Background: an optimization exercise with open tools, aiming at small area and a short achievable clock period. Do not read the settings as production practice. Only the layout flow was run in this run; the RTL was not checked for function there. Power figures rest on the tool's default switching activity, not on a simulated workload.

===== design/flow/run.sh =====
#!/bin/bash
# synth_recipe.tcl (not shown) runs the flow's synth.tcl, then flattens the netlist and writes it again
# the make line also repeats each setting of config.mk as NAME=value (left out here)
make -C /OpenROAD-flow-scripts/flow DESIGN_CONFIG=/design/flow/config.mk WORK_HOME=/design/flow/orfs CLKGATE_MAP_FILE= SYNTH_SCRIPT=/design/flow/synth_recipe.tcl finish

===== design/flow/config.mk =====
export PLATFORM = sky130hd
export DESIGN_NAME = proc
export DESIGN_NICKNAME = proc
export VERILOG_FILES = /design/flow/design.v
export SDC_FILE = /design/flow/constraint.sdc
export NUM_CORES = 4
export LEC_CHECK = 0
export CAP_MARGIN = 20
export CORE_MARGIN = 2
export CORE_UTILIZATION = 40
export SLEW_MARGIN = 20

===== design/flow/constraint.sdc =====
create_clock -name core_clock -period 9.0 [get_ports {clk}]
set_input_delay 1.8000 -clock core_clock [delete_from_list [all_inputs] [get_ports {clk}]]
set_output_delay 1.8000 -clock core_clock [all_outputs]
set_load 0.01 [all_outputs]

===== design/flow/design.v =====
module proc (
  imem_addr, dmem_addr, dmem_wdata, dmem_re, dmem_we, halt_out,
  clk, rst, imem_data, dmem_rdata
  );
  input clk;
  input rst;
  output [15:0] imem_addr;
  input  [15:0] imem_data;
  output [15:0] dmem_addr;
  output [15:0] dmem_wdata;
  output        dmem_re;
  output        dmem_we;
  input  [15:0] dmem_rdata;
  output        halt_out;
  reg [15:0] pc;                   
  reg [15:0] ir_d, pc_d;           
  reg [15:0] pc_e, r1_e, r2_e;     
  reg [15:0] imm_e;
  reg [10:0] ir_e;
  reg [1:0]  opl_e;                
  reg        sub_e, bimm_e, jr_e;
  reg        r_add_e, r_xor_e, r_andn_e, r_slbi_e, r_imm_e, r_btr_e, r_set_e, r_sh_e;
  reg [1:0]  shop_e;               
  reg        shx_e;                
  reg [3:0]  shamt_e, shrot_e;     
  reg [2:0]  wreg_e;
  reg        regw_e, memr_e, memw_e, br_e, jmp_e, halt_e;
  reg        fa_ld, fa_ex, fa_mem, fb_ex, fb_mem;
  reg [15:0] alu_m, wdata_m, tgt_m;  
  reg [2:0]  wreg_m;
  reg        regw_m, re_m, we_m, redir_m, halt_m;
  reg [15:0] wb_w;                 
  reg [15:0] rf [0:7];
  wire [15:0] wd;
  wire [4:0] op = ir_d[15:11];
  wire [2:0] fs = ir_d[10:8];
  wire [2:0] ft = ir_d[7:5];
  wire d_st    = (op == 5'b10000);
  wire d_ld    = (op == 5'b10001);
  wire d_stu   = (op == 5'b10011);
  wire d_jl    = (op[4:1] == 4'b0011);           
  wire d_memw  = d_st | d_stu;
  wire d_memr  = d_st | d_ld | d_stu;
  wire d_five  = (op[4:2] == 3'b010) | (op[4:2] == 3'b101) | d_memr;
  wire d_zx    = (op == 5'b01010) | (op == 5'b01011) | (op == 5'b10010);
  wire d_regdst = (op[4:2] == 3'b111) | (op[4:1] == 4'b1101) | (op == 5'b11001);
  wire d_regw  = (op[4:2] == 3'b010) | (op[4:2] == 3'b101) | d_ld | d_stu |
                 (op[4:3] == 2'b11) | (op == 5'b10010) | d_jl;
  wire d_rsv = (op[4:2] == 3'b010) | (op[4:2] == 3'b101) | (op[4:3] == 2'b11 && op != 5'b11000) |
               (op == 5'b01100) | (op == 5'b10010) | d_memr | (op == 5'b00101) | (op == 5'b00111);
  wire d_rtv = (op[4:2] == 3'b111) | (op[4:1] == 4'b1101) | d_memr | d_jl;
  wire [2:0] d_rt  = d_jl ? 3'b111 : ft;
  wire [2:0] d_rsf = d_rsv ? fs : 3'b000;
  wire [2:0] d_wreg = d_jl ? 3'b111 : d_stu ? fs : d_five ? ft : d_regdst ? ir_d[4:2] : fs;
  wire [1:0] d_fn = ir_d[1:0];
  wire d_rr   = (op == 5'b11011);
  wire d_sub  = (d_rr & d_fn == 2'b01) | (op == 5'b01001);
  wire d_bimm = (op[4:2] == 3'b010) | (op[4:2] == 3'b100) | (op[4:2] == 3'b101) | (op == 5'b00111);
  wire [15:0] d_imm = d_five ? (d_zx ? {11'b0, ir_d[4:0]} : {{11{ir_d[4]}}, ir_d[4:0]})
                             : (d_zx ? {8'b0, ir_d[7:0]}  : {{8{ir_d[7]}}, ir_d[7:0]});
  wire d_r_add  = (op == 5'b01000) | (op == 5'b01001) | d_memr | (d_rr & ~d_fn[1]);
  wire d_r_xor  = (op == 5'b01010) | (d_rr & d_fn == 2'b10);
  wire d_r_andn = (op == 5'b01011) | (d_rr & d_fn == 2'b11);
  wire d_r_slbi = (op == 5'b10010);
  wire d_r_lbi  = (op == 5'b11000);
  wire d_r_btr  = (op == 5'b11001);
  wire d_r_set  = (op[4:2] == 3'b111);
  wire d_r_sh   = ~(d_r_add | d_r_xor | d_r_andn | d_r_slbi | d_r_lbi | d_r_btr | d_r_set);
  wire [1:0] d_shop = (op[4:2] == 3'b101) ? op[1:0] : (op == 5'b11010) ? d_fn : 2'b00;
  wire [3:0] d_shamt = ir_d[3:0];
  wire [3:0] d_shrot = d_shop[1] ? (4'd0 - ir_d[3:0]) : ir_d[3:0];
  wire stall = memr_e & ((ir_e[7:5] == fs) & d_rsv | (ir_e[7:5] == d_rt) & d_rtv);
  wire [2:0] sel1 = d_memw ? fs : ft;
  wire [2:0] sel2 = d_memw ? ft : fs;
  wire [7:0] oh1 = 8'b1 << sel1;
  wire [7:0] oh2 = 8'b1 << sel2;
  reg [15:0] rf_1, rf_2;
  integer j;
  always @(*) begin
    rf_1 = 16'h0; rf_2 = 16'h0;
    for (j = 0; j < 8; j = j + 1) begin
      rf_1 = rf_1 | ({16{oh1[j]}} & rf[j]);
      rf_2 = rf_2 | ({16{oh2[j]}} & rf[j]);
    end
  end
  wire [15:0] rd_1 = rf_1;
  wire [15:0] rd_2 = rf_2;
  integer i;
  always @(posedge clk) begin
    for (i = 0; i < 8; i = i + 1)
      if (rst | (regw_m & (wreg_m == i)))
        rf[i] <= rst ? 16'h0000 : wd;
  end
  wire [15:0] pc2 = pc + 16'd2;
  assign imem_addr = pc;
  wire [15:0] pc_d_nx = stall ? pc : pc2;
  always @(posedge clk) begin
    if (rst) pc <= 16'h0000;
    else if (!stall) pc <= redir_m ? tgt_m : pc2;
    ir_d <= rst ? 16'h0800 : imem_data;
    pc_d <= pc_d_nx;
  end
  always @(posedge clk) begin
    pc_e   <= pc_d;
    r1_e   <= rd_1;
    r2_e   <= rd_2;
    ir_e   <= ir_d[10:0];
    imm_e  <= d_imm;
    opl_e  <= op[1:0];
    sub_e  <= d_sub;
    bimm_e <= d_bimm;
    jr_e   <= (op == 5'b00101) | (op == 5'b00111);
    r_add_e <= d_r_add; r_xor_e <= d_r_xor; r_andn_e <= d_r_andn; r_slbi_e <= d_r_slbi;
    r_imm_e <= d_r_slbi | d_r_lbi; r_btr_e <= d_r_btr; r_set_e <= d_r_set; r_sh_e <= d_r_sh;
    shop_e  <= d_shop;
    shx_e   <= ~d_bimm;
    shamt_e <= d_shamt;
    shrot_e <= d_shrot;
    wreg_e <= d_wreg;
    fa_ld  <= memr_e & regw_e & (d_rsf == ir_e[10:8]);
    fa_ex  <= regw_e & d_rsv & (fs == wreg_e);
    fa_mem <= regw_m & d_rsv & (fs == wreg_m);
    fb_ex  <= regw_e & d_rtv & (d_rt == wreg_e);
    fb_mem <= regw_m & d_rtv & (d_rt == wreg_m);
    if (rst) begin
      regw_e <= 1'b0; memr_e <= 1'b0; memw_e <= 1'b0;
      br_e <= 1'b0; jmp_e <= 1'b0; halt_e <= 1'b0;
    end else begin
      regw_e <= d_regw & ~stall;
      memr_e <= d_memr;
      memw_e <= d_memw & ~stall;
      br_e   <= (op[4:2] == 3'b011);
      jmp_e  <= (op[4:2] == 3'b001);
      halt_e <= (op == 5'b00000);
    end
  end
  wire [15:0] x = fb_ex ? alu_m : fb_mem ? wb_w : r1_e;
  wire [15:0] y = fa_ld ? r1_e : fa_ex ? alu_m : fa_mem ? wb_w : r2_e;
  wire [15:0] imm = imm_e;
  wire [15:0] opb    = bimm_e ? imm : x;
  wire [15:0] add_a0 = memw_e ? x : y;
  wire [15:0] add_a  = sub_e ? ~add_a0 : add_a0;
  wire [16:0] sum    = {1'b0, add_a} + {1'b0, opb} + {16'b0, sub_e};
  wire [3:0] sh_amt = shx_e ? x[3:0] : shamt_e;
  wire [3:0] sh_rot = shx_e ? (shop_e[1] ? (4'd0 - x[3:0]) : x[3:0]) : shrot_e;
  wire [15:0] rt1 = sh_rot[0] ? {y[14:0],   y[15]}      : y;
  wire [15:0] rt2 = sh_rot[1] ? {rt1[13:0], rt1[15:14]} : rt1;
  wire [15:0] rt4 = sh_rot[2] ? {rt2[11:0], rt2[15:12]} : rt2;
  wire [15:0] rot = sh_rot[3] ? {rt4[7:0],  rt4[15:8]}  : rt4;
  reg  [15:0] sh_mask;
  integer k;
  always @(*) begin
    for (k = 0; k < 16; k = k + 1)
      case (shop_e)
        2'b01:   sh_mask[k] = (k >= sh_amt);         
        2'b11:   sh_mask[k] = ((15 - k) >= sh_amt);  
        default: sh_mask[k] = 1'b1;                  
      endcase
  end
  wire [15:0] sh_res = rot & sh_mask;
  wire eq  = (x == y);
  wire lt  = ({~y[15], y[14:0]} < {~x[15], x[14:0]});
  wire set_bit = (opl_e == 2'b00) ? eq : (opl_e == 2'b01) ? lt : (opl_e == 2'b10) ? (lt | eq) : sum[16];
  wire [15:0] btr;
  genvar g;
  generate for (g = 0; g < 16; g = g + 1) begin : BTRG
    assign btr[g] = y[15 - g];
  end endgenerate
  wire [15:0] res = ({16{r_add_e}}  & sum[15:0]) |
                    ({16{r_xor_e}}  & (y ^ opb)) |
                    ({16{r_andn_e}} & (y & ~opb)) |
                    ({16{r_slbi_e}} & {y[7:0], 8'h00}) |
                    ({16{r_imm_e}}  & imm) |
                    ({16{r_btr_e}}  & btr) |
                    ({16{r_set_e}}  & {15'b0, set_bit}) |
                    ({16{r_sh_e}}   & sh_res);
  wire yz = (y == 16'h0000);
  wire cond = opl_e[1] ? (opl_e[0] ? ~y[15] : y[15]) : (opl_e[0] ? ~yz : yz);
  wire [15:0] t_base = jr_e ? r2_e : pc_e;
  wire [8:0]  t_lo   = {1'b0, t_base[7:0]} + {1'b0, ir_e[7:0]};
  wire [7:0]  t_hi8  = t_base[15:8] + {8{ir_e[7]}} + {7'b0, t_lo[8]};
  wire [7:0]  t_hi11 = t_base[15:8] + {{5{ir_e[10]}}, ir_e[10:8]} + {7'b0, t_lo[8]};
  wire [7:0]  t_hi   = (jr_e | (br_e & cond)) ? t_hi8 : t_hi11;
  always @(posedge clk) begin
    alu_m   <= res;
    wdata_m <= x;
    tgt_m   <= {t_hi, t_lo[7:0]};
    wreg_m  <= wreg_e;
    if (rst) begin
      regw_m <= 1'b0; re_m <= 1'b0; we_m <= 1'b0; redir_m <= 1'b0; halt_m <= 1'b0;
    end else begin
      regw_m  <= regw_e;
      re_m    <= memr_e & ~memw_e;
      we_m    <= memw_e;
      redir_m <= br_e | jmp_e;
      halt_m  <= halt_e;
    end
  end
  assign dmem_addr  = alu_m;
  assign dmem_wdata = wdata_m;
  assign dmem_re    = re_m;
  assign dmem_we    = we_m & ~rst;
  assign halt_out   = halt_m;
  wire [15:0] wbv = re_m ? dmem_rdata : alu_m;
  wire jl_next = (imem_data[15:12] == 4'b0011);
  assign wd = jl_next ? pc_d_nx : wbv;
  always @(posedge clk) begin
    wb_w <= wbv;
  end
endmodule

==> metrics.cfg <==
[detailed_routing]
drcViolationCount = 0
viasPerCell = 5.908
via_count = 14750
top_layer = met4
wirelength_mm = 59.45
route.met3.wl_mm = 3.802
postRouteAntennaNets = 0
wl_per_cell_um = 23.81
drt-initial-drc-count = 1466
wl_met1_mm = 24.56
drtPass1Iterations = 5
route.met2.wl_mm = 28.12

[pwr]
seqPwrFrac_pct = 41.9
finalPower_mw = 5.196
power.share.switching_pct = 33.94
p_int_mw = 3.433
p_leak_nw = 8.391
clockPowerShare_pct = 29.9
ir_drop_v = 0.0001441
switching_power_mw = 1.763
power_frac_comb_pct = 28.3
p_per_area_mw_per_mm2 = 248.0

[sta]
hold_viol = 0
setup_ws_ns = 3.838
fmax_ghz = 0.1937
min_period_over_period_pct = 57.36
relSlewSlack_pct = 17.87
slew_violations = 0
tightestPinTransition_ns = 1.229
rsz0062_at_grt = no
setup-tns-final_ns = 0
holdWs_ns = 0.3137
period_minus_slack_ns = 5.162
clock_skew_ns = 0.03317
setup_viol = 0

[layout]
finalNetCount = 1982
areaGrowthSynthToFinish_pct = 14.59
mostFrequentLayoutCell = dfxtp_1
mostFrequentLayoutCells = dfxtp_1, edfxtp_1, nor2_1
design_area_mm2 = 0.02096
drive_gt1_share_pct = 9.805
num_antenna_cells = 0
n_fill_cell = 4187

[status]
status = no timing/DRC/antenna violations

[critical_path]
cp-start-kind = register
cpMostUsedCell = a21oi_1
cp_max_fo = 27
cp_slowest_stage_delay_ns = 0.84
crit_type = reg2reg
cpMaxStageDelayCell = dfxtp_1
end_kind = register
worst_ep_required_time_ns = 9.41
crit_chain = nor2_2 > a221oi_2 > nor2_1 > a21oi_1 > xor2_1 > fa_1 > a21o_1 > a21oi_1 > o21ai_0 > a31oi_1 > o221ai_1 > a221o_1 > a211oi_1 > o41ai_1
cp.arrival_ns = 5.58
r2r_slack_ns = 3.84

[die]
core_area_mm2 = 0.04528
start_util_pct = 40.38
die_h_um = 217.8
num_rows = 78
die_area_mm2 = 0.04744
die_x_um = 217.8
ios = 85

[placement]
dpl_cell_area_mm2 = 0.01968
gp_congestion = 0.9581
dp_slack_ns = 3.937
portBuffers = 84
hpwl_mm = 43.28

[synth]
syn_area_mm2 = 0.01829
synth_edf_count = 128
yosys_warnings = 2
syn_area_per_cell_um2 = 10.05
synth_cell_type_count = 86
synth_seq_cells = 344
synth_cells = 1819
syn_nets = 1934
synth_ff_type = dfxtp_1
async_flop_share_pct = 0
yosysSeqAreaShare_pct = 44.67

[clock_network]
post_cts_buffers = 0
hold_buffers = 0
clockRootBuffer = clkbuf_16
clock_latency_ns = 0.58
clockBufferDepth = 3
cts.repair.resized = 0
clock-sinks = 344
cts_tree = done
clkTransAtPathRegs_ns = 0.06
numCtsBuffers = 39
cts_max_level = 2

[global_route]
grt_start_max_net_pins = 68
grt_pass1_wl_mm = 89.37
track_usage_pct = 24.93
antenna_found_initial = 1
grt.overflow.total = 0
grt_pass1_vias = 14320

[job]
cap_violations = 0

[worst_hold_path]
hold_path_class = reg2reg

critical path: cells and delay by family (launching register included):
family / cells / cell delay, ns
DFF: 1 / 0.84
AOI/OAI and AO/OA: 10 / 3.12
and+or+nand+nor: 2 / 0.42
xor gates and xnor gates: 1 / 0.13
adders and majority gates: 1 / 0.49
power by group through the flow:
stage | Sequential, mW | Clock [mW] | Combinational (mW)
floorplan | 2.08 | 0 | 0.943
global placement | 2.20 | 0 | 1.44
detailed placement | 2.20 | 0 | 1.45
CTS | 2.17 | 1.58 | 1.45
global route | 2.20 | 1.64 | 1.60
finish | 2.18 | 1.55 | 1.47
layout make-up:
| cell class | count | area [um^2] | share of cell area [%] |
|---|---|---|---|
| clock inverters | 13 | 133.9 | 0.6389 |
| multi-input cells | 1266 | 9311 | 44.44 |
| flip-flops and latches | 344 | 8168 | 38.98 |
| inverters | 95 | 356.6 | 1.702 |
| repair buffers | 121 | 1114 | 5.314 |
| clock buffers | 58 | 1121 | 5.350 |
| well taps | 600 | 750.7 | 3.583 |
routing by layer:
metal	track usage [%]	vias to the layer above
met5	0	-
met4	12.59	0
met3	3.389	157
met2	41.71	626
met1	31.52	7112
li1	-	6858
worst paths after layout:
path / from / end / cells past startpoint
min reg2reg: pc_d[7] / pc_e[7] / 0
max: fa_ex / alu_m[0] / 14
max reg2reg: fa_ex / alu_m[0] / 14
min: pc_d[7] / pc_e[7] / 0
cells in the mapped netlist, drive strengths merged (5+ instances only):
master	instances	area, um^2
a211oi	21	162.6
nand3	41	205.2
a31o	5	43.79
a31oi	15	100.1
nand4	15	93.84
buf	42	242.7
o22ai	6	37.54
nor3	24	120.1
nand2	106	397.9
inv	94	352.8
nor4	7	50.05
or3	5	31.28
fa	6	120.1
xor2	54	473.0
nor2b	39	244.0
xnor2	24	210.2
dfxtp	216	4324
mux2	51	578.1
and3	19	118.9
o21a	25	187.7
o2111ai	11	96.34
edfxtp	128	3844
o221ai	12	105.1
o31a	6	52.55
o31ai	10	93.84
nor3b	18	135.1
o21bai	6	45.04
nor2	124	468.0
clkbuf	72	270.3
mux2i	112	1134
or2	5	31.28
and2	6	37.54
o21ai	67	335.3
ha	75	938.4
a21oi	99	495.5
o211ai	11	82.58
a221o	8	80.08
nand2b	14	87.58
a22o	27	236.5
a22oi	79	593.1
a21o	21	157.7
a221oi	42	386.6
and4	5	43.79
cell families (layout without fill, tap and decap cells):
kind of cell	count (synthesis)	in the layout	synth area share, %
flip-flops	344	344	44.67
buffers and inverters	209	287	4.755
adder cells (fa/ha/maj)	81	81	5.789
XOR/XNOR	78	78	3.736
AND/OR/NAND/NOR	441	441	11.93
multiplexers	163	163	9.360
AO/OA/AOI/OAI	503	503	19.76
per-stage QoR:
stage	util, %	instances
3_3_place_gp	43.44	2426
6_report	46.28	2497
5_1_grt	46.28	2497
3_5_place_dp	43.45	2426
2_1_floorplan	-	1819
4_1_cts	46.23	2497
sequential cells by signal (all words and copies together) (netlist names), 4 cells and up:
| signal | cells |
|---|---|
| alu_m | 16 |
| r2_e | 16 |
| imm_e | 4 |
| rf | 128 |
| wdata_m | 16 |
| r1_e | 16 |
| ir_e | 8 |
| pc_d | 16 |
| pc_e | 16 |
| wb_w | 16 |
| pc | 16 |
| ir_d | 16 |
| shrot_e | 4 |
| tgt_m | 16 |

## port drivers added, routing unchanged
In the flow no input, the clock included, has a driving cell. The finished layout below was timed again as built, in two steps. Step 1 assumes that a clkbuf_16 drives the clock port and a buf_2 every other input. Step 2, shift: input delay + t, output delay - t, t = (earliest + latest rising clock arrival at the registers) / 2. This alone moves slack from input paths to output paths. Three values: ideal, step 1, step 2; two values: the first two.
shift t [ns]: 0.623
setup slack, ns: 3.838 / 3.838 / 3.838
worst setup path at the end: register to register
After both steps setup and hold are still met in this run. The setup slack of this run moves by 0.000 ns with the drivers and by 0.000 ns with both steps.
